This design comes from an exercise in tuning for small area, a short achievable clock period and few clock cycles on the open sky130 flow, not from production work.
Function was checked by simulation only, so behaviour that the tests miss may differ from the original.
Power figures rest on the tool's default switching activity, not on a simulated workload.

==> flow/design.v <==
module CPU(
    input clk,
    input reset,
    input [31:0] idata,    
    output [31:0] iaddr,   
    input [31:0] drdata,   
    output [31:0] daddr,   
    output [31:0] dwdata,  
    output [3:0] we,       
    output [31:0] x31,
    output [31:0] pc
);
    reg  [31:2] f_pc;
    assign iaddr = {f_pc, 2'b00};
    assign pc    = iaddr;
    reg  [31:0] d_ins;
    reg         d_v;
    reg d_lui, d_auipc, d_jal, d_jalr, d_br, d_load, d_store, d_opimm, d_op;
    reg d_use1, d_use2, d_wr;
    reg  [31:2] d_alt;
    reg         d_pred;      
    reg  [31:0] e_a, e_b, e_c;
    reg         e_fam, e_fbm, e_fcm;    
    reg  [4:0]  e_rd;
    reg         e_wen, e_load, e_store, e_br, e_jalr;
    reg  [2:0]  e_f3;
    reg         e_sub, e_sra, e_sgn, e_inv;    
    reg  [7:0]  e_sel;               
    reg  [31:0] m_res;
    reg  [31:0] m_sd;
    reg  [3:0]  m_we;
    reg  [4:0]  m_rd;
    reg         m_wen;
    reg         m_res_sel;                      
    reg  [3:0]  m_b0;                           
    reg         m_b1_1, m_b1_3, m_b1_sx;        
    reg         m_hi_d, m_hi_sx;                
    reg  [3:0]  m_sg;                           
    wire [31:0] d = drdata;
    wire ld_sign = |(m_sg & {d[31], d[23], d[15], d[7]});
    wire [31:0] m_val;
    assign m_val[7:0]   = ({8{m_b0[0]}} & d[7:0])   | ({8{m_b0[1]}} & d[15:8]) |
                          ({8{m_b0[2]}} & d[23:16]) | ({8{m_b0[3]}} & d[31:24]) |
                          ({8{m_res_sel}} & m_res[7:0]);
    assign m_val[15:8]  = ({8{m_b1_1}} & d[15:8]) | ({8{m_b1_3}} & d[31:24]) |
                          ({8{m_b1_sx & ld_sign}}) |
                          ({8{m_res_sel}} & m_res[15:8]);
    assign m_val[31:16] = ({16{m_hi_d}} & d[31:16]) |
                          ({16{m_hi_sx & ld_sign}}) |
                          ({16{m_res_sel}} & m_res[31:16]);
    reg [31:0] rf [1:31];
    genvar gi;
    generate
        for (gi = 1; gi < 32; gi = gi + 1) begin : g_rf
            always @(posedge clk)
                if (m_wen && m_rd == gi)
                    rf[gi] <= m_val;
        end
    endgenerate
    assign x31 = rf[31];
    wire [4:0] rs1  = d_ins[19:15];
    wire [4:0] rs2  = d_ins[24:20];
    wire [4:0] rd   = d_ins[11:7];
    wire [2:0] f3   = d_ins[14:12];
    wire is_lui   = d_lui;
    wire is_auipc = d_auipc;
    wire is_jal   = d_jal;
    wire is_jalr  = d_jalr;
    wire is_br    = d_br;
    wire is_load  = d_load;
    wire is_store = d_store;
    wire is_opimm = d_opimm;
    wire is_op    = d_op;
    wire use1 = d_use1;
    wire use2 = d_use2;
    wire wr   = d_wr;
    wire [4:0] f_op = idata[6:2];
    wire f_lui   = f_op == 5'b01101;
    wire f_auipc = f_op == 5'b00101;
    wire f_jal   = f_op == 5'b11011;
    wire f_jalr  = f_op == 5'b11001;
    wire f_br    = f_op == 5'b11000;
    wire f_load  = f_op == 5'b00000;
    wire f_store = f_op == 5'b01000;
    wire f_opimm = f_op == 5'b00100;
    wire f_opr   = f_op == 5'b01100;
    wire [31:0] imm_i = {{20{d_ins[31]}}, d_ins[31:20]};
    wire [31:0] imm_s = {{20{d_ins[31]}}, d_ins[31:25], d_ins[11:7]};
    wire [31:0] imm_b = {{20{d_ins[31]}}, d_ins[7], d_ins[30:25], d_ins[11:8], 1'b0};
    wire [31:0] imm_u = {d_ins[31:12], 12'b0};
    wire [31:0] imm_j = {{12{d_ins[31]}}, d_ins[19:12], d_ins[20], d_ins[30:21], 1'b0};
    wire [20:2] f_off = idata[3] ?
        {idata[31], idata[19:12], idata[20], idata[30:25], idata[24:22]} :
        {{9{idata[31]}}, idata[7], idata[30:25], idata[11:9]};
    wire [19:0] f_lo = {1'b0, f_pc[20:2]} + {1'b0, f_off};
    wire [31:21] f_hi_p1 = f_pc[31:21] + 11'd1;
    wire [31:21] f_hi_m1 = f_pc[31:21] - 11'd1;
    wire [31:21] f_hi = (f_lo[19] & ~idata[31]) ? f_hi_p1 :
                        (~f_lo[19] & idata[31]) ? f_hi_m1 : f_pc[31:21];
    wire [31:2] f_rel = {f_hi, f_lo[18:0]};        
    wire [31:2] f_relu = {f_pc[31:12] + idata[31:12], f_pc[11:2]};
    wire [31:2] f_inc = f_pc + 30'd1;
    wire f_same  = idata[19:15] == idata[24:20];
    wire f_br_t  = f_same ? ~(idata[14] ^ idata[12]) : (idata[31] | idata[12]);
    wire f_fuse  = idata[6] & idata[5] & idata[2] & ~idata[3] &
                   d_v & d_auipc & (d_ins[11:7] == idata[19:15]) &
                   (idata[19:15] != 5'd0);
    wire [10:0] f_jlo = {1'b0, d_alt[11:2]} + {1'b0, idata[31:22]};
    wire [31:12] d_alt_p1 = d_alt[31:12] + 20'd1;
    wire [31:12] d_alt_m1 = d_alt[31:12] - 20'd1;
    wire [31:12] f_jhi = (f_jlo[10] & ~idata[31]) ? d_alt_p1 :
                         (~f_jlo[10] & idata[31]) ? d_alt_m1 : d_alt[31:12];
    wire [31:2] f_jt = {f_jhi, f_jlo[9:0]};
    wire f_taken = idata[6] & idata[5] &
                   (idata[3] | (~idata[2] & f_br_t));
    wire f_link  = idata[6] & idata[5] & (idata[3] | idata[2] | f_br_t);
    wire [31:0] rf1, rf2;
    reg  [31:0] r1, r2;
    integer k;
    always @(*) begin
        r1 = 32'b0;
        r2 = 32'b0;
        for (k = 1; k < 32; k = k + 1) begin
            r1 = r1 | ({32{rs1 == k}} & rf[k]);
            r2 = r2 | ({32{rs2 == k}} & rf[k]);
        end
    end
    assign rf1 = r1;
    assign rf2 = r2;
    wire wm1 = m_wen && (rs1 == m_rd);
    wire wm2 = m_wen && (rs2 == m_rd);
    wire [31:0] v1 = rf1;
    wire [31:0] v2 = rf2;
    wire [31:0] a_n = use1 ? v1 : 32'b0;
    wire [31:0] b_n = (is_op | is_br) ? v2 :
                      is_auipc ? {d_alt, 2'b00} :
                      is_store ? imm_s :
                      is_lui   ? imm_u : imm_i;
    wire [31:0] c_n = is_store ? v2 : {d_alt, 2'b00};
    wire stall = d_v && e_load && e_wen &&
                 ((use1 && rs1 == e_rd) || (use2 && rs2 == e_rd));
    wire [31:0] A = e_fam ? m_res : e_a;
    wire [31:0] B = e_fbm ? m_res : e_b;
    wire [31:0] C = e_fcm ? m_res : e_c;
    wire [31:0] Bx = e_sub ? ~B : B;
    wire [32:0] sum33 = {A, 1'b1} + {Bx, e_sub};
    wire [31:0] sum = sum33[32:1];
    wire [31:0] ca = {A[31] ^ e_sgn, A[30:0]};
    wire [31:0] cb = {B[31] ^ e_sgn, B[30:0]};
    wire [31:0] l0 = ~ca & cb;
    wire [31:0] g0 = ca & ~cb;
    wire [15:0] l1, g1;
    wire [7:0]  l2, g2;
    wire [3:0]  l3, g3;
    wire [1:0]  l4, g4;
    genvar gc;
    generate
        for (gc = 0; gc < 16; gc = gc + 1) begin : g_c1
            assign l1[gc] = l0[2*gc+1] | (~g0[2*gc+1] & l0[2*gc]);
            assign g1[gc] = g0[2*gc+1] | (~l0[2*gc+1] & g0[2*gc]);
        end
        for (gc = 0; gc < 8; gc = gc + 1) begin : g_c2
            assign l2[gc] = l1[2*gc+1] | (~g1[2*gc+1] & l1[2*gc]);
            assign g2[gc] = g1[2*gc+1] | (~l1[2*gc+1] & g1[2*gc]);
        end
        for (gc = 0; gc < 4; gc = gc + 1) begin : g_c3
            assign l3[gc] = l2[2*gc+1] | (~g2[2*gc+1] & l2[2*gc]);
            assign g3[gc] = g2[2*gc+1] | (~l2[2*gc+1] & g2[2*gc]);
        end
        for (gc = 0; gc < 2; gc = gc + 1) begin : g_c4
            assign l4[gc] = l3[2*gc+1] | (~g3[2*gc+1] & l3[2*gc]);
            assign g4[gc] = g3[2*gc+1] | (~l3[2*gc+1] & g3[2*gc]);
        end
    endgenerate
    wire lt = l4[1] | (~g4[1] & l4[0]);
    wire gt = g4[1] | (~l4[1] & g4[0]);
    wire eq = ~(lt | gt);
    wire [4:0]  sh  = B[4:0];
    wire [31:0] sll = A << sh;
    wire [63:0] srx = {{32{e_sra & A[31]}}, A} >> sh;
    wire [31:0] sr  = srx[31:0];
    wire [31:0] res = ({32{e_sel[0]}} & sum)
                    | ({32{e_sel[1]}} & {31'b0, lt})
                    | ({32{e_sel[2]}} & (A ^ B))
                    | ({32{e_sel[3]}} & (A | B))
                    | ({32{e_sel[4]}} & (A & B))
                    | ({32{e_sel[5]}} & sll)
                    | ({32{e_sel[6]}} & sr)
                    | ({32{e_sel[7]}} & C);
    wire redir = (e_br & ((e_f3[2] ? lt : eq) ^ e_inv)) | e_jalr;
    wire [31:2] redir_pc = e_jalr ? sum[31:2] : e_c[31:2];
    wire ld_b = e_f3[1:0] == 2'b00;
    wire ld_h = e_f3[1:0] == 2'b01;
    wire ld_w = e_f3[1];
    reg [3:0] be;
    always @(*) begin
        case (e_f3[1:0])
            2'b00:   be = 4'b0001 << sum[1:0];
            2'b01:   be = sum[1] ? 4'b1100 : 4'b0011;
            default: be = 4'b1111;
        endcase
    end
    wire [31:0] sd = (e_f3[1:0] == 2'b00) ? {4{C[7:0]}} :
                     (e_f3[1:0] == 2'b01) ? {2{C[15:0]}} : C;
    always @(posedge clk) begin
        if (reset)
            f_pc <= 30'b0;
        else if (redir)
            f_pc <= redir_pc;
        else if (!stall) begin
            if (f_taken)
                f_pc <= f_rel;
            else if (f_fuse)
                f_pc <= f_jt;
            else
                f_pc <= f_inc;
        end
        if (reset || redir)
            d_v <= 1'b0;
        else if (!stall)
            d_v <= 1'b1;
        if (!stall) begin
            d_ins   <= idata;
            d_alt   <= f_link ? f_inc : idata[6] ? f_rel : f_relu;
            d_pred  <= f_taken | f_fuse;
            d_lui   <= f_lui;
            d_auipc <= f_auipc;
            d_jal   <= f_jal;
            d_jalr  <= f_jalr;
            d_br    <= f_br;
            d_load  <= f_load;
            d_store <= f_store;
            d_opimm <= f_opimm;
            d_op    <= f_opr;
            d_use1  <= ~(f_lui | f_auipc | f_jal);
            d_use2  <= f_br | f_store | f_opr;
            d_wr    <= ~(f_br | f_store) & (idata[11:7] != 5'd0);
        end
        e_a  <= (use1 && wm1) ? m_val : a_n;
        e_b  <= ((is_op | is_br) && wm2) ? m_val : b_n;
        e_c  <= (is_store && wm2) ? m_val : c_n;
        e_fam <= use1 && e_wen && (rs1 == e_rd);
        e_fbm <= (is_op | is_br) && e_wen && (rs2 == e_rd);
        e_fcm <= is_store && e_wen && (rs2 == e_rd);
        e_rd <= rd;
        e_f3 <= f3;
        e_sub <= is_op && d_ins[30] && f3 == 3'b000;
        e_sra <= d_ins[30];
        e_inv <= f3[0] ^ d_pred;
        e_sgn <= is_br ? ~f3[1] : ~f3[0];
        e_sel[0] <= ~((is_op | is_opimm) && f3 != 3'b000) & ~(is_jal | is_jalr);
        e_sel[1] <= (is_op | is_opimm) && f3[2:1] == 2'b01;
        e_sel[2] <= (is_op | is_opimm) && f3 == 3'b100;
        e_sel[3] <= (is_op | is_opimm) && f3 == 3'b110;
        e_sel[4] <= (is_op | is_opimm) && f3 == 3'b111;
        e_sel[5] <= (is_op | is_opimm) && f3 == 3'b001;
        e_sel[6] <= (is_op | is_opimm) && f3 == 3'b101;
        e_sel[7] <= is_jal | is_jalr;
        if (reset || redir || stall || !d_v) begin
            e_wen   <= 1'b0;
            e_load  <= 1'b0;
            e_store <= 1'b0;
            e_br    <= 1'b0;
            e_jalr  <= 1'b0;
        end else begin
            e_wen   <= wr;
            e_load  <= is_load;
            e_store <= is_store;
            e_br    <= is_br;
            e_jalr  <= is_jalr & ~d_pred;
        end
        m_res  <= res;
        m_sd   <= sd;
        m_rd   <= e_rd;
        m_res_sel <= ~e_load;
        m_b0[0] <= e_load & (ld_w | (ld_h & ~sum[1]) | (ld_b & sum[1:0] == 2'd0));
        m_b0[1] <= e_load & ld_b & sum[1:0] == 2'd1;
        m_b0[2] <= e_load & ((ld_b & sum[1:0] == 2'd2) | (ld_h & sum[1]));
        m_b0[3] <= e_load & ld_b & sum[1:0] == 2'd3;
        m_b1_1  <= e_load & (ld_w | (ld_h & ~sum[1]));
        m_b1_3  <= e_load & ld_h & sum[1];
        m_b1_sx <= e_load & ld_b & ~e_f3[2];
        m_hi_d  <= e_load & ld_w;
        m_hi_sx <= e_load & ~ld_w & ~e_f3[2];
        m_sg[0] <= ld_b & sum[1:0] == 2'd0;
        m_sg[1] <= (ld_b & sum[1:0] == 2'd1) | (ld_h & ~sum[1]);
        m_sg[2] <= ld_b & sum[1:0] == 2'd2;
        m_sg[3] <= (ld_b & sum[1:0] == 2'd3) | (ld_h & sum[1]);
        if (reset) begin
            m_wen <= 1'b0;
            m_we  <= 4'b0;
        end else begin
            m_wen <= e_wen;
            m_we  <= e_store ? be : 4'b0;
        end
    end
    assign daddr  = m_res;
    assign dwdata = m_sd;
    assign we     = m_we;
endmodule
==> flow/flow/run.sh <==
#!/bin/bash
set -euo pipefail
bash standard.sh SETUP_SLACK_MARGIN=6 \
  "BUFFER_PORTS_ARGS=-buffer_cell sky130_fd_sc_hd__buf_1" \
  finish > standard_flow.log 2>&1
==> flow/standard.sh <==
#!/bin/bash
# synth_recipe.tcl (not shown) runs the flow's synth.tcl, then flattens the netlist and writes it again
# the make line also repeats each setting of config.mk as NAME=value (left out here)
make -C /OpenROAD-flow-scripts/flow DESIGN_CONFIG=/design/flow/config.mk WORK_HOME=/design/flow/orfs CLKGATE_MAP_FILE= SYNTH_SCRIPT=/design/flow/synth_recipe.tcl "${@:-finish}"
==> flow/config.mk <==
export PLATFORM = sky130hd
export DESIGN_NAME = CPU
export DESIGN_NICKNAME = CPU
export VERILOG_FILES = /design/flow/design.v
export SDC_FILE = /design/flow/constraint.sdc
export NUM_CORES = 4
export LEC_CHECK = 0
export CAP_MARGIN = 30
export CORE_MARGIN = 2
export CORE_UTILIZATION = 50
export CTS_CLUSTER_DIAMETER = 100
export CTS_CLUSTER_SIZE = 24
export PLACE_DENSITY = 0.65
export SLEW_MARGIN = 30
==> flow/constraint.sdc <==
create_clock -name core_clock -period 10.0 [get_ports {clk}]
set_input_delay 2.0000 -clock core_clock [delete_from_list [all_inputs] [get_ports {clk}]]
set_output_delay 2.0000 -clock core_clock [all_outputs]
set_load 0.01 [all_outputs]
==> results.py, run 1 <==
metrics = {
    "timing": {
        "hold_viol_final": 0,
        "tns_ns": 0,
        "rsz0062_at_grt": "yes",
        "period_share_pct": 43.3,
        "finalSetupViolCount": 0,
        "drv_slew": 0,
        "slew_headroom_pct": 20.8,
        "finClkSkew_ns": 0.0512,
        "period_needed_ns": 4.33,
        "whs_ns": 0.397,
        "timing.fmax_ghz": 0.231,
        "worst_slew_pin_slew_ns": 1.18,
        "fin_ws_ns": 5.67,
    },
    "final_layout": {
        "layout_commonest_cell": "edfxtp_1",
        "fin_area_um2": 77800,
        "area_delta_synth_final_pct": 17.2,
        "mostFrequentLayoutCells": "edfxtp_1 (1060), a22oi_1 (396), nand2_1 (383)",
        "drive_above_1_share_pct": 19.0,
        "nNetsFinal": 6419,
        "final_util_pct": 59.1,
        "final_cells": 7933,
    },
    "floorplanning": {
        "core_um2": 132000,
        "die_w_um": 368,
        "rows": 133,
        "initial_core_util_pct": 50.4,
        "die-height_um": 368,
        "dieArea_um2": 136000,
        "io_pins": 230,
    },
    "synthesis": {
        "synth_seq_area_share_pct": 55.3,
        "synth_cell_types": 93,
        "synth_area_leader_cell": "edfxtp_1",
        "syn_avg_cell_area_um2": 11.4,
        "synth_top_area_share_pct": 48.0,
        "netlist_area_um2": 66400,
        "synth_edf_count": 1060,
        "syn_inst": 5843,
        "ys_ff_latch": 1303,
        "synthTopCellsByArea": "edfxtp_1 (48%), dfxtp_1 (7.3%), a22oi_1 (4.5%), ha_1 (4.0%), a221oi_1 (3.7%)",
        "async_reset_ff_share_pct": 0,
        "synth_top_flop_cell": "edfxtp_1",
        "synth_warnings": 2,
    },
    "route": {
        "avgViaCountPerCell": 7.89,
        "route.detailed.drc": 0,
        "vias": 62600,
        "ant_nets": 0,
        "routedWlPerCell_um": 42.8,
        "dr.pass1.iters": 12,
        "drt_iter0_drc": 15000,
        "wl_mm": 339,
    },
    "pwr": {
        "power.internal_mw": 9.22,
        "p_clk_share_pct": 22.0,
        "switching_share_pct": 35.8,
        "seq_power_share_pct": 50.3,
        "power_density_nw_per_um2": 185,
        "ir_drop_mv": 0.155,
        "power_frac_comb_pct": 27.7,
        "total_power_mw": 14.4,
        "p_switching_mw": 5.15,
        "total_leakage_power_nw": 26.5,
    },
    "run_status": {
        "status": "finished clean",
    },
    "clock_network": {
        "ctsHoldBuffers": 0,
        "cts_buffer_depth": 3,
        "cts_buffers": 66,
        "clock_latency_ns": 0.75,
        "clk_pin_slew_worst_paths_ns": 0.10,
        "htreeDepth": 3,
        "cts_tree": "done",
        "cts_sinks": 1303,
        "cts_root_buf": "clkbuf_16",
    },
    "critical_path": {
        "critPathSlowestCell": "dfxtp_1",
        "end_kind": "flip-flop",
        "cp_max_fo": 7,
        "arrival_ns": 4.96,
        "path_class": "flip-flop to flip-flop",
        "startpoint_type": "flip-flop",
        "worst_ep_required_time_ns": 10.63,
        "critPathMaxStageDelay_ns": 0.93,
        "path_cells": "mux2i_4, buf_4, ha_1, a21oi_1, o21a_1, a21boi_2, nor2_2, o311a_4, or4_4, a311o_2, buf_12, buf_16, nor2_4, nor4_2",
    },
    "placed_design": {
        "post-dp-hpwl_mm": 202,
        "port_buffers": 223,
        "place_area_um2": 70200,
        "placed_cells": 7565,
        "gp_congestion": 1.06,
        "post-place-ws_ns": 3.61,
    },
    "global_routing": {
        "overflow": 0,
        "grt_max_degree": 65,
        "grtUsageTotal_pct": 48.3,
        "grt_pass1_wl_mm": 456,
        "antenna_found_initial": 17,
        "grt_pass1_vias": 56800,
    },
    "run": {
        "maxCapViolations": 0,
    },
    "min_path": {
        "hp-class": "flip-flop to flip-flop",
    },
}
## power groups by stage
stage          clock (mW)  combinational [mW]  sequential, mW
6_report             3.17                3.98            7.23
5_1_grt              3.31                4.07            7.19
4_1_cts              3.13                3.58            7.16
3_5_place_dp            0                3.17            7.24
3_3_place_gp            0                3.12            7.25
2_1_floorplan           0                1.79            6.99
## critical path: cells and delay by family, from the launching register on
family | cells | cell delay, ns
simple gates | 4 | 0.75
compound gates | 5 | 1.51
mux | 1 | 0.26
buf+inv | 3 | 0.57
fa+ha+maj | 1 | 0.18
flops | 1 | 0.93
## synthesized netlist by cell type (13+ instances only)
cell and count:
nor4_1 25, o22ai_1 13, nand2_1 408, mux2_2 66, or2_2 18, o211ai_1 53, nor3_1 111, a221o_1 43
nor2b_1 21, nand4_1 134, ha_1 210, o21a_1 23, mux2i_1 119, nand2b_1 35, a21oi_1 301, o21ai_0 284
nor3b_1 16, dfxtp_1 243, and3_1 31, a221oi_1 282, xnor2_1 111, nor2_1 387, a31oi_1 19, a22oi_1 399
clkbuf_1 355, buf_1 54, a21o_1 34, and2_1 15, edfxtp_1 1060, nand3_1 153, xor2_1 74, inv_1 122
buf_4 37, a222oi_1 80, a22o_1 262, a211oi_1 43
## state kept, by name (all words and copies together), names as in the netlist, 30 cells and up
signal	flops
f_pc	30
e_b	32
rf	992
e_a	32
m_sd	32
d_alt	30
m_res	32
e_c	32
## worst paths after layout
| kind | slack, ns | endpoint | cells after the start | startpoint |
|---|---|---|---|---|
| setup / recovery | 5.67 | f_pc[4]$_SDFFE_PP0P_ | 14 | m_res[14]$_DFF_P_ |
| setup reg to reg | 5.67 | f_pc[4]$_SDFFE_PP0P_ | 14 | m_res[14]$_DFF_P_ |
| hold reg to reg | 0.40 | m_rd[4]$_DFF_P_ | 0 | e_rd[4]$_DFF_P_ |
| hold / removal | 0.40 | m_rd[4]$_DFF_P_ | 0 | e_rd[4]$_DFF_P_ |
## area by class of cell
class | instances | area [µm²]
inverter | 129 | 547
multi-input combinational | 3968 | 31000
clock buffer | 79 | 1740
timing repair inverter | 4 | 50.0
clock inverter | 13 | 210
sequential | 1303 | 36700
antenna | 14 | 35.0
timing repair buffer | 668 | 5290
fill | 10600 | 53800
tap | 1755 | 2200
## logic make-up (layout without fill, tap and decap cells)
family	after synthesis	after routing	synth area share, %
AO/OA/AOI/OAI	1967	1969	21.8
XOR/XNOR	185	185	2.44
adder cells (fa/ha/maj)	213	213	4.05
buffers and inverters	582	893	3.54
flip-flops	1303	1303	55.3
multiplexers	188	188	2.99
other	1	18	0.00565
AND/OR/NAND/NOR	1404	1409	9.90
## timing repair
| action | CTS | global route |
|---|---|---|
| pin swaps | 101 | 86 |
| gates resized for setup | 424 | 179 |
| setup buffers | 177 | 46 |
| endpoints found under the setup margin | 124 | 96 |
| cloned | 34 | 2 |
## metal layers
layer  vias up  wire length, µm  track usage [%]
met3      1891            66800             23.1
met4        25            30300             31.2
met1     29800           116000             63.7
met2      7127           126000             62.4
met5         -              308            0.783
li1      23700                -                -
Testbench counts, summed over its fixed seeds: cycles 44,035.
==> run 2, diff against run 1 <==
--- a/flow/design.v
+++ b/flow/design.v
@@ -17,6 +17,7 @@
     reg         d_v;
     reg d_lui, d_auipc, d_jal, d_jalr, d_br, d_load, d_store, d_opimm, d_op;
     reg d_use1, d_use2, d_wr;
+    reg  [4:0]  d_rs1, d_rs2;
     reg  [31:2] d_alt;
     reg         d_pred;      
     reg  [31:0] e_a, e_b, e_c;
@@ -31,6 +32,8 @@
     reg  [3:0]  m_we;
     reg  [4:0]  m_rd;
     reg         m_wen;
+    reg         m_jr;        
+    reg  [31:2] m_jt;
     reg         m_res_sel;                      
     reg  [3:0]  m_b0;                           
     reg         m_b1_1, m_b1_3, m_b1_sx;        
@@ -121,8 +124,8 @@
         r1 = 32'b0;
         r2 = 32'b0;
         for (k = 1; k < 32; k = k + 1) begin
-            r1 = r1 | ({32{rs1 == k}} & rf[k]);
-            r2 = r2 | ({32{rs2 == k}} & rf[k]);
+            r1 = r1 | ({32{d_rs1 == k}} & rf[k]);
+            r2 = r2 | ({32{d_rs2 == k}} & rf[k]);
         end
     end
     assign rf1 = r1;
@@ -139,6 +142,8 @@
     wire [31:0] c_n = is_store ? v2 : {d_alt, 2'b00};
     wire stall = d_v && e_load && e_wen &&
                  ((use1 && rs1 == e_rd) || (use2 && rs2 == e_rd));
+    wire [4:0] n_rs1 = stall ? rs1 : idata[19:15];
+    wire [4:0] n_rs2 = stall ? rs2 : idata[24:20];
     wire [31:0] A = e_fam ? m_res : e_a;
     wire [31:0] B = e_fbm ? m_res : e_b;
     wire [31:0] C = e_fcm ? m_res : e_c;
@@ -187,8 +192,8 @@
                     | ({32{e_sel[5]}} & sll)
                     | ({32{e_sel[6]}} & sr)
                     | ({32{e_sel[7]}} & C);
-    wire redir = (e_br & ((e_f3[2] ? lt : eq) ^ e_inv)) | e_jalr;
-    wire [31:2] redir_pc = e_jalr ? sum[31:2] : e_c[31:2];
+    wire redir = e_br & ((e_f3[2] ? lt : eq) ^ e_inv) & ~m_jr;
+    wire flush = redir | m_jr;
     wire ld_b = e_f3[1:0] == 2'b00;
     wire ld_h = e_f3[1:0] == 2'b01;
     wire ld_w = e_f3[1];
@@ -205,8 +210,10 @@
     always @(posedge clk) begin
         if (reset)
             f_pc <= 30'b0;
+        else if (m_jr)
+            f_pc <= m_jt;
         else if (redir)
-            f_pc <= redir_pc;
+            f_pc <= e_c[31:2];
         else if (!stall) begin
             if (f_taken)
                 f_pc <= f_rel;
@@ -215,7 +222,9 @@
             else
                 f_pc <= f_inc;
         end
-        if (reset || redir)
+        d_rs1 <= n_rs1;
+        d_rs2 <= n_rs2;
+        if (reset || flush)
             d_v <= 1'b0;
         else if (!stall)
             d_v <= 1'b1;
@@ -256,7 +265,7 @@
         e_sel[5] <= (is_op | is_opimm) && f3 == 3'b001;
         e_sel[6] <= (is_op | is_opimm) && f3 == 3'b101;
         e_sel[7] <= is_jal | is_jalr;
-        if (reset || redir || stall || !d_v) begin
+        if (reset || flush || stall || !d_v) begin
             e_wen   <= 1'b0;
             e_load  <= 1'b0;
             e_store <= 1'b0;
@@ -272,6 +281,7 @@
         m_res  <= res;
         m_sd   <= sd;
         m_rd   <= e_rd;
+        m_jt   <= sum[31:2];
         m_res_sel <= ~e_load;
         m_b0[0] <= e_load & (ld_w | (ld_h & ~sum[1]) | (ld_b & sum[1:0] == 2'd0));
         m_b0[1] <= e_load & ld_b & sum[1:0] == 2'd1;
@@ -289,9 +299,11 @@
         if (reset) begin
             m_wen <= 1'b0;
             m_we  <= 4'b0;
+            m_jr  <= 1'b0;
         end else begin
-            m_wen <= e_wen;
-            m_we  <= e_store ? be : 4'b0;
+            m_wen <= e_wen & ~m_jr;
+            m_we  <= (e_store & ~m_jr) ? be : 4'b0;
+            m_jr  <= e_jalr & ~m_jr;
         end
     end
     assign daddr  = m_res;
--- a/flow/config.mk
+++ b/flow/config.mk
@@ -7,8 +7,8 @@
 export LEC_CHECK = 0
 export CAP_MARGIN = 30
 export CORE_MARGIN = 2
-export CORE_UTILIZATION = 50
+export CORE_UTILIZATION = 40
 export CTS_CLUSTER_DIAMETER = 100
 export CTS_CLUSTER_SIZE = 24
-export PLACE_DENSITY = 0.65
+export PLACE_DENSITY = 0.6
 export SLEW_MARGIN = 30
==> results.py, run 2 <==
metrics = {
    "run_status": {
        "status": "finished clean",
    },
    "global_routing": {
        "overflow": 0,
        "antenna_found_initial": 34,
        "grt_max_degree": 67,
        "grtUsageTotal_pct": 39.0,
        "grt_pass1_vias": 57200,
        "grt_pass1_wl_mm": 469,
    },
    "synthesis": {
        "synth-simple-area-share_pct": 9.69,
        "ys_ff_latch": 1344,
        "synth_top_family_by_area": "compound AO/OA/AOI/OAI gates",
        "netlist_area_um2": 67700,
        "synth_compound_area_share_pct": 21.9,
        "synth_warnings": 2,
        "synthTopCellsByCount": "edfxtp_1 (1060), nand2_1 (431), nor2_1 (394)",
        "synth.area.mux_share_pct": 3.14,
        "synth_edf_count": 1060,
        "syn_avg_cell_area_um2": 11.4,
        "synth_xor_area_share_pct": 2.35,
        "synthAdderAreaFrac_pct": 3.97,
        "syn_inst": 5931,
        "yosysMostFrequentCell": "edfxtp_1",
        "async_reset_ff_share_pct": 0,
        "synthTopCellsByArea": "edfxtp_1 (47%), dfxtp_1 (8.4%), a22oi_1 (4.3%), ha_1 (3.9%), a221oi_1 (3.8%)",
        "synth_cell_types": 98,
        "synth_area_leader_cell": "edfxtp_1",
        "synth_top_flop_cell": "edfxtp_1",
        "synth_top_area_share_pct": 47.0,
        "synth_seq_area_share_pct": 55.4,
    },
    "critical_path": {
        "r2r_setup_slack_ns": 5.67,
        "end_kind": "flip-flop",
        "cp_num_buf_inv": 5,
        "cp_max_fo": 7,
        "path_cells": "buf_4, buf_12, nand2b_4, nand2_4, ha_4, nand2_4, o21ai_4, nor4_4, o41ai_2, buf_4, a21oi_4, buf_12, buf_6, nor2_4, o2bb2ai_4, mux2i_1, and4_1, o32a_1",
        "worst_ep_required_time_ns": 10.63,
        "path_class": "primary input to flip-flop",
        "critPathMaxStageDelay_ns": 0.36,
        "critPathSlowestCell": "o41ai_2",
        "arrival_ns": 4.97,
        "cpLargestDelayFamily": "compound AO/OA/AOI/OAI gates",
        "startpoint_type": "primary input",
    },
    "placed_design": {
        "port_buffers": 223,
        "post-place-ws_ns": 4.16,
        "gp_congestion": 1.03,
        "post-dp-hpwl_mm": 213,
    },
    "pwr": {
        "switching_share_pct": 35.8,
        "power_density_nw_per_um2": 185,
        "total_leakage_power_nw": 26.8,
        "p_clk_share_pct": 22.8,
        "total_power_mw": 14.7,
        "power_frac_comb_pct": 27.0,
        "seq_power_share_pct": 50.2,
        "p_switching_mw": 5.24,
        "power.internal_mw": 9.41,
        "ir_drop_mv": 0.160,
    },
    "clock_network": {
        "htreeDepth": 3,
        "ctsHoldBuffers": 0,
        "clk_pin_slew_worst_paths_ns": 0.10,
        "clock_latency_ns": 0.80,
        "cts_buffers": 70,
        "cts_tree": "done",
        "cts_buffer_depth": 3,
        "cts_sinks": 1344,
        "cts_root_buf": "clkbuf_16",
    },
    "final_layout": {
        "nNetsFinal": 6492,
        "largest_register_ffs": 992,
        "drive_above_1_share_pct": 17.9,
        "layout_commonest_cell": "edfxtp_1",
        "mostFrequentLayoutCells": "edfxtp_1 (1060), nand2_1 (410), a22oi_1 (383)",
        "area_delta_synth_final_pct": 16.8,
        "final_util_pct": 46.9,
        "top_register": "rf",
    },
    "timing": {
        "hold_viol_final": 0,
        "slew_headroom_pct": 20.6,
        "finalSetupViolCount": 0,
        "tns_ns": 0,
        "period_needed_ns": 4.33,
        "rsz0062_at_grt": "yes",
        "fin_ws_ns": 5.67,
        "worst_slew_pin_slew_ns": 1.19,
        "period_share_pct": 43.3,
        "whs_ns": 0.400,
        "drv_slew": 0,
        "finClkSkew_ns": 0.0959,
        "timing.fmax_ghz": 0.231,
    },
    "route": {
        "dr.pass1.iters": 12,
        "vias": 63300,
        "wl_mm": 354,
        "drt_iter0_drc": 14000,
        "avgViaCountPerCell": 7.47,
        "route.detailed.drc": 0,
        "routedWlPerCell_um": 41.7,
        "ant_nets": 0,
    },
    "floorplanning": {
        "die-height_um": 415,
        "io_pins": 230,
        "dieArea_um2": 173000,
        "rows": 151,
        "core_um2": 169000,
        "initial_core_util_pct": 40.1,
        "die_w_um": 415,
    },
    "run": {
        "maxCapViolations": 0,
    },
    "min_path": {
        "hp-class": "flip-flop to flip-flop",
    },
}
## run 2: cells by family after synthesis
| family | Yosys count |
|---|---|
| AOI/OAI and AO/OA | 2004 |
| xor gates and xnor gates | 182 |
| adders and majority gates | 213 |
| buffers and inverters | 584 |
| DFF | 1344 |
| muxes | 202 |
| other | 1 |
| and+or+nand+nor | 1401 |
## run 2: path summary, 6_finish.rpt
kind | startpoint | endpoint | cells past startpoint
worst max register to register | m_res[23]$_DFF_P_ | f_pc[25]$_SDFFE_PP0P_ | 17
worst max-delay path | idata[31] | f_pc[25]$_SDFFE_PP0P_ | 18
worst min register to register | e_rd[3]$_DFF_P_ | m_rd[3]$_DFF_P_ | 0
worst min-delay path | e_rd[3]$_DFF_P_ | m_rd[3]$_DFF_P_ | 0
## run 2: cell type report
cell class	count	area (µm²)
fillers	15100	89700
flip-flops and latches	1344	37500
multi-input cells	4006	30900
repair buffers	658	5160
well taps	2218	2780
clock buffers	81	1790
inverters	133	539
clock inverters	20	320
diodes	19	47.5
## run 2: timing repair
item | 4_1_cts | 5_1_grt
resized for setup | 314 | 203
cloned | 18 | 6
pin swaps | 65 | 94
setup buffers | 116 | 65
endpoints found under the setup margin | 145 | 106
## run 2: per-layer routing
metal,GRT usage [%],wire length [µm]
met4,28.9,36300
met3,17.2,59300
met2,55.5,142000
met1,46.5,116000
met5,0,396
## run 2: metrics by stage
stage | cell area (µm²) | cells
6_report | 79100 | 8479
3_5_place_dp | 72400 | 8154
2_1_floorplan | 68200 | 5934
5_1_grt | 79000 | 8461
4_1_cts | 77300 | 8389
3_3_place_gp | 72300 | 8154
## run 2: power by group through the flow
stage / Clock, mW / Sequential [mW] / Combinational (mW)
after global placement: 0 / 7.42 / 3.25
after detailed placement: 0 / 7.42 / 3.30
after floorplan: 0 / 7.20 / 1.79
after CTS: 3.31 / 7.31 / 3.55
after global routing: 3.50 / 7.35 / 4.04
final: 3.34 / 7.36 / 3.95
Testbench counts of run 2, summed over its fixed seeds: cycles 44,035.
==> run 3, diff against run 2 <==
==> flow/flow/run.sh (replaced) <==
#!/bin/bash
set -euo pipefail
bash standard.sh SETUP_SLACK_MARGIN=6.5 \
  "BUFFER_PORTS_ARGS=-buffer_cell sky130_fd_sc_hd__buf_1" \
  finish > standard_flow.log 2>&1
==> results.py, run 3 <==
metrics = {
    "run_status": {
        "status": "finished clean",
    },
    "floorplanning": {
        "rows": 151,
        "core_um2": 169000,
        "die-height_um": 415,
        "io_pins": 230,
        "die_w_um": 415,
        "dieArea_um2": 173000,
        "initial_core_util_pct": 40.1,
    },
    "synthesis": {
        "synth_cell_types": 98,
        "synth_area_leader_cell": "edfxtp_1",
        "synthTopCellsByArea": "edfxtp_1 (47%), dfxtp_1 (8.4%), a22oi_1 (4.3%), ha_1 (3.9%), a221oi_1 (3.8%)",
        "async_reset_ff_share_pct": 0,
        "netlist_area_um2": 67700,
        "syn_inst": 5931,
        "ys_ff_latch": 1344,
        "yosysMostFrequentCell": "edfxtp_1",
        "synthTopCellsByCount": "edfxtp_1 (1060), nand2_1 (431), nor2_1 (394)",
        "synth_warnings": 2,
        "synth_edf_count": 1060,
        "syn_avg_cell_area_um2": 11.4,
        "synth_top_area_share_pct": 47.0,
        "synth_seq_area_share_pct": 55.4,
        "synth_top_flop_cell": "edfxtp_1",
    },
    "final_layout": {
        "largest_register_ffs": 992,
        "mostFrequentLayoutCells": "edfxtp_1 (1060), nand2_1 (404), buf_4 (398)",
        "nNetsFinal": 6616,
        "final_cells": 8602,
        "drive_above_1_share_pct": 22.0,
        "layout_commonest_cell": "edfxtp_1",
        "top_register": "rf",
        "area_delta_synth_final_pct": 20.7,
    },
    "global_routing": {
        "grt_pass1_vias": 58200,
        "grt_max_degree": 66,
        "grtUsageTotal_pct": 40.3,
        "overflow": 0,
        "grt_pass1_wl_mm": 483,
        "antenna_found_initial": 22,
    },
    "route": {
        "avgViaCountPerCell": 7.42,
        "vias": 63900,
        "routedWlPerCell_um": 42.8,
        "ant_nets": 0,
        "dr.pass1.iters": 13,
        "drt_iter0_drc": 14100,
        "route.detailed.drc": 0,
        "wl_mm": 368,
    },
    "timing": {
        "period_needed_ns": 4.42,
        "timing.fmax_ghz": 0.226,
        "hold_viol_final": 0,
        "finClkSkew_ns": 0.0740,
        "finalSetupViolCount": 0,
        "tns_ns": 0,
        "worst_slew_pin_slew_ns": 1.19,
        "slew_headroom_pct": 20.9,
        "rsz0062_at_grt": "yes",
        "drv_slew": 0,
        "period_share_pct": 44.2,
    },
    "clock_network": {
        "cts_sinks": 1344,
        "htreeDepth": 3,
        "ctsHoldBuffers": 0,
        "cts_buffer_depth": 3,
        "cts_root_buf": "clkbuf_16",
        "clock_latency_ns": 0.78,
        "clk_pin_slew_worst_paths_ns": 0.10,
        "cts_tree": "done",
        "cts_buffers": 72,
    },
    "critical_path": {
        "end_kind": "flip-flop",
        "arrival_ns": 5.05,
        "worst_ep_required_time_ns": 10.64,
        "startpoint_type": "flip-flop",
        "path_class": "flip-flop to flip-flop",
        "cp_max_fo": 6,
    },
    "placed_design": {
        "port_buffers": 223,
        "placed_cells": 8131,
        "gp_congestion": 1.03,
        "post-dp-hpwl_mm": 214,
    },
    "pwr": {
        "total_leakage_power_nw": 27.9,
        "ir_drop_mv": 0.155,
        "power_density_nw_per_um2": 186,
    },
    "run": {
        "maxCapViolations": 0,
    },
    "min_path": {
        "hp-class": "flip-flop to flip-flop",
    },
}
[run 3: cell counts after synthesis]
Identical to the previous run, type by type.
[run 3: critical path: stages, from the launching register on]
cell and delay (ns):
dfxtp_4 0.41, buf_12 0.13, buf_16 0.13, mux2i_1 0.18
buf_4 0.19, clkinvlp_4 0.20, ha_4 0.22, a221o_1 0.38
a22o_1 0.24, o311ai_4 0.35, a21boi_2 0.10, buf_4 0.15
a21bo_4 0.20, a2111oi_4 0.30, buf_6 0.15, buf_6 0.10
buf_12 0.11, buf_6 0.10, clkinvlp_4 0.14, buf_6 0.18
o211ai_1 0.18, a311oi_1 0.13
[run 3: what timing repair did]
item,in CTS,in global routing
resized for setup,601,209
gates cloned,31,8
setup endpoints to repair,319,192
pin swaps,136,104
buffers inserted,230,78
[run 3: power breakdown]
| group | leakage, nW | total (mW) | switching (mW) | internal (mW) |
|---|---|---|---|---|
| sequential | 12.1 | 7.47 | 0.572 | 6.89 |
| clock | 1.03 | 3.38 | 1.98 | 1.40 |
| combinational | 14.8 | 4.32 | 2.89 | 1.43 |
| total | 27.9 | 15.2 | 5.44 | 9.73 |
[run 3: cell families after synthesis]
kind of cell	count (synthesis)	synth area share (%)
compound gates	2004	21.9
fa+ha+maj	213	3.97
simple gates	1401	9.69
flops	1344	55.4
xor+xnor	182	2.35
buf+inv	584	3.58
other cells	1	0.00554
mux	202	3.14
[run 3: area by class of cell]
class                           instances  area, µm²
Fill cell                           14900      87000
Sequential cell                      1344      37700
Multi-Input combinational cell       4015      32000
Timing Repair Buffer                  771       6570
Tap cell                             2218       2780
Clock buffer                           82       1860
Inverter                              133        551
Clock inverter                         18        253
Antenna cell                           21       52.6
[run 3: routing by layer]
metal / share of wire [%] / global-route usage (%) / vias to the layer above
met5: 0.23 / 1.75 / -
li1: - / - / 24300
met4: 11 / 32.5 / 30
met3: 16 / 15.6 / 2139
met1: 33 / 47.8 / 30700
met2: 41 / 57.9 / 6700
[run 3: through the flow]
stage | power, mW | setup slack (ns) | hold WS [ns] | utilization, % | instance area, µm²
after floorplan | 9.06 | 5.18 | 0.373 | - | 68800
after global placement | 10.8 | 4.12 | 0.386 | 42.9 | 72400
final | 15.2 | 5.58 | 0.402 | 48.4 | 81700
after CTS | 14.6 | 5.71 | 0.402 | 47.4 | 79900
after global routing | 15.4 | 5.55 | 0.411 | 48.4 | 81700
after detailed placement | 10.8 | 4.11 | 0.389 | 43.0 | 72600
[run 3: worst paths after layout]
kind	from	endpoint	slack, ns	cells past startpoint
min reg2reg	e_rd[4]$_DFF_P_	m_rd[4]$_DFF_P_	0.40	0
max	e_fam$_DFF_P_	f_pc[9]$_SDFFE_PP0P_	5.58	21
min	e_rd[4]$_DFF_P_	m_rd[4]$_DFF_P_	0.40	0
max reg2reg	e_fam$_DFF_P_	f_pc[9]$_SDFFE_PP0P_	5.58	21
==> run 4, diff against run 3 <==
==> flow/flow/run.sh (replaced) <==
#!/bin/bash
set -euo pipefail
bash standard.sh SETUP_SLACK_MARGIN=6 \
  "BUFFER_PORTS_ARGS=-buffer_cell sky130_fd_sc_hd__buf_1" \
  finish > standard_flow.log 2>&1
--- a/flow/config.mk
+++ b/flow/config.mk
@@ -7,8 +7,8 @@
 export LEC_CHECK = 0
 export CAP_MARGIN = 30
 export CORE_MARGIN = 2
-export CORE_UTILIZATION = 40
+export CORE_UTILIZATION = 50
 export CTS_CLUSTER_DIAMETER = 100
 export CTS_CLUSTER_SIZE = 24
-export PLACE_DENSITY = 0.6
+export PLACE_DENSITY = 0.65
 export SLEW_MARGIN = 30
==> results.py, run 4 <==
metrics = {
    "synthesis": {
        "synth.area.mux_share_pct": 3.14,
        "synth_top_area_share_pct": 47.0,
        "async_reset_ff_share_pct": 0,
        "netlist_area_um2": 67700,
        "ys_ff_latch": 1344,
        "synth_area_leader_cell": "edfxtp_1",
        "synth_cell_types": 98,
        "synth_edf_count": 1060,
        "synthTopCellsByCount": "edfxtp_1 (1060), nand2_1 (431), nor2_1 (394)",
        "synth_warnings": 2,
        "synth_top_family_by_area": "compound AO/OA/AOI/OAI gates",
        "syn_avg_cell_area_um2": 11.4,
        "synth-simple-area-share_pct": 9.69,
        "synth_compound_area_share_pct": 21.9,
        "synthAdderAreaFrac_pct": 3.97,
        "synthTopCellsByArea": "edfxtp_1 (47%), dfxtp_1 (8.4%), a22oi_1 (4.3%), ha_1 (3.9%), a221oi_1 (3.8%)",
        "synth_top_flop_cell": "edfxtp_1",
        "syn_inst": 5931,
        "synth_xor_area_share_pct": 2.35,
        "synth_seq_area_share_pct": 55.4,
        "yosysMostFrequentCell": "edfxtp_1",
    },
    "route": {
        "drt_iter0_drc": 14400,
        "wl_met2_mm": 136,
        "vias": 62900,
        "routedWlPerCell_um": 42.3,
        "met3_length_mm": 57.2,
        "dr.pass1.iters": 10,
        "route.detailed.drc": 0,
        "wl_met1_mm": 111,
        "dr.max_layer_used": "met5",
        "ant_nets": 0,
        "avgViaCountPerCell": 7.86,
        "wl_mm": 339,
    },
    "run": {
        "maxCapViolations": 0,
    },
    "critical_path": {
        "cp_max_fo": 5,
        "path_cells": "buf_1, buf_6, clkinvlp_4, fa_2, nor2b_4, o31a_4, o211ai_1, buf_4, a2111oi_4, nand3_1, xnor2_1, a31oi_1, o311ai_1, and4_1, o32a_1",
        "path_class": "primary input to flip-flop",
        "critPathMaxStageDelay_ns": 0.44,
        "cpLargestDelayFamily": "compound AO/OA/AOI/OAI gates",
        "end_kind": "flip-flop",
        "cp_num_buf_inv": 4,
        "critPathSlowestCell": "fa_2",
        "worst_ep_required_time_ns": 10.64,
        "arrival_ns": 5.03,
        "startpoint_type": "primary input",
    },
    "final_layout": {
        "top_register": "rf",
        "fin_area_um2": 78100,
        "area_delta_synth_final_pct": 15.3,
        "nNetsFinal": 6448,
        "mostFrequentLayoutCells": "edfxtp_1 (1060), nand2_1 (420), a22oi_1 (382)",
        "drive_above_1_share_pct": 16.3,
        "largest_register_ffs": 992,
        "final_cells": 8003,
        "layout_commonest_cell": "edfxtp_1",
    },
    "pwr": {
        "p_clk_share_pct": 22.7,
        "ir_drop_mv": 0.146,
        "power.internal_mw": 9.39,
        "p_switching_mw": 5.11,
        "power_frac_comb_pct": 26.0,
        "seq_power_share_pct": 51.4,
        "switching_share_pct": 35.2,
        "power_density_nw_per_um2": 186,
        "total_leakage_power_nw": 26.6,
    },
    "clock_network": {
        "cts_root_buf": "clkbuf_16",
        "cts_buffers": 69,
        "cts_buffer_depth": 3,
        "htreeDepth": 3,
        "ctsHoldBuffers": 0,
        "cts_sinks": 1344,
        "clock_latency_ns": 0.76,
        "clk_pin_slew_worst_paths_ns": 0.11,
        "cts_tree": "done",
    },
    "global_routing": {
        "grt_max_degree": 69,
        "overflow": 0,
        "grtUsageTotal_pct": 47.0,
        "grt_pass1_vias": 56500,
        "grt_pass1_wl_mm": 450,
        "antenna_found_initial": 21,
    },
    "floorplanning": {
        "core_um2": 135000,
        "io_pins": 230,
        "die_w_um": 372,
        "die-height_um": 372,
        "rows": 135,
        "initial_core_util_pct": 50.2,
        "dieArea_um2": 138000,
    },
    "min_path": {
        "hp-class": "flip-flop to flip-flop",
    },
    "timing": {
        "worst_slew_pin_slew_ns": 1.12,
        "hold_viol_final": 0,
        "finalSetupViolCount": 0,
        "period_needed_ns": 4.39,
        "drv_slew": 0,
        "slew_headroom_pct": 24.4,
        "timing.fmax_ghz": 0.228,
        "finClkSkew_ns": 0.0730,
        "tns_ns": 0,
        "period_share_pct": 43.9,
        "rsz0062_at_grt": "yes",
    },
    "placed_design": {
        "place_area_um2": 71500,
        "post-dp-hpwl_mm": 200,
        "placed_cells": 7684,
        "gp_congestion": 1.05,
        "port_buffers": 223,
    },
    "run_status": {
        "status": "finished clean",
    },
}
run 4: worst register-to-register path, stage by stage (launching register included):
cell and delay, ns:
dfxtp_4 0.42, buf_16 0.19, buf_16 0.20, mux2i_4 0.30
inv_1 0.15, ha_4 0.18, nor2b_4 0.12, a211oi_2 0.25
a22o_1 0.26, o311ai_4 0.16, nand4b_1 0.26, o21a_1 0.25
a2111oi_4 0.42, clkbuf_16 0.23, buf_12 0.11, buf_12 0.10
buf_8 0.11, mux2i_1 0.19, mux2i_1 0.09, a211oi_1 0.25
run 4: path summary, 6_finish.rpt:
check | depth (start not counted) | end | from | slack [ns]
setup / recovery | 15 | f_pc[25]$_SDFFE_PP0P_ | idata[23] | 5.61
hold / removal | 0 | m_rd[1]$_DFF_P_ | e_rd[1]$_DFF_P_ | 0.40
setup reg to reg | 19 | f_pc[8]$_SDFFE_PP0P_ | e_fbm$_DFF_P_ | 5.67
hold reg to reg | 0 | m_rd[1]$_DFF_P_ | e_rd[1]$_DFF_P_ | 0.40
run 4: power by group through the flow:
stage	clock network (mW)	logic, mW	registers (mW)
6_report	3.29	3.77	7.45
5_1_grt	3.43	3.86	7.43
4_1_cts	3.26	3.38	7.39
3_5_place_dp	0	3.17	7.48
3_3_place_gp	0	3.13	7.48
2_1_floorplan	0	1.79	7.20
run 4: what timing repair did:
action / CTS / global route
pin swaps: 65 / 109
cloned: 18 / 6
setup buffers: 75 / 95
endpoints found under the setup margin: 131 / 90
gates resized for setup: 262 / 219
run 4: area by class of cell:
class                           instances  area [µm²]
Antenna cell                           19        47.5
Tap cell                             1781        2230
Sequential cell                      1344       37500
Timing Repair Buffer                  615        4900
Inverter                              133         563
Clock inverter                         12         201
Fill cell                           11200       56900
Multi-Input combinational cell       4006       30700
Clock buffer                           93        1870
run 4: per-layer routing:
| metal | up-vias | GRT usage [%] |
|---|---|---|
| met1 | 29900 | 57.1 |
| met4 | 18 | 34.6 |
| met5 | - | 0 |
| li1 | 23900 | - |
| met3 | 2138 | 19.8 |
| met2 | 6925 | 66.7 |
run 4: stage by stage:
stage                     utilization [%]  hold slack, ns  setup slack, ns  power [mW]
final                                57.9           0.404             5.61        14.5
after global routing                 57.8           0.412             5.53        14.7
after CTS                            56.3           0.400             5.76        14.0
after detailed placement             53.0           0.387             4.06        10.6
after global placement               53.0           0.391             4.08        10.6
after floorplan                         -           0.373             5.18        8.99
run 4: cell families after synthesis:
family,count (synthesis)
AOI/OAI and AO/OA,2004
xor gates and xnor gates,182
adders and majority gates,213
buffers and inverters,584
DFF,1344
muxes,202
other,1
and+or+nand+nor,1401

## afterwards: timing with drivers on the ports
The flow's constraints put no driver on any port. The routed layouts listed below were extracted and timed again, unchanged, in two steps. Step 1 sets driving cells, clkbuf_16 on the clock port and buf_2 on the other inputs (assumed; they add their load-dependent delay and slew). Step 2 times the ports against the registers' clock, not the clock port: input delays grow and output delays shrink by t, the midpoint of the rising clock arrivals with the driver on. Slacks: ideal ports / drivers / drivers and shift; pairs: ideal ports / drivers.
run | t, ns | setup slack, ns | latest minus earliest clock arrival (ns) | worst slew at a driven data input, ns | pins driven straight from the clock port
run 1 | 0.814 | 5.669 / 5.669 / 4.924 | 0.054 / 0.054 | 0.15 | 1
run 2 | 0.838 | 5.665 / 5.671 / 4.867 | 0.097 / 0.096 | 0.08 | 1
run 3 | 0.825 | 5.582 / 5.582 / 4.893 | 0.077 / 0.076 | 0.09 | 1
run 4 | 0.807 | 5.613 / 5.671 / 4.864 | 0.074 / 0.074 | 0.12 | 1
After both steps setup and hold are still met in every run listed. For run 2, which loses most, drivers alone change the setup slack by +0.006 ns; drivers and shift together by -0.798 ns.
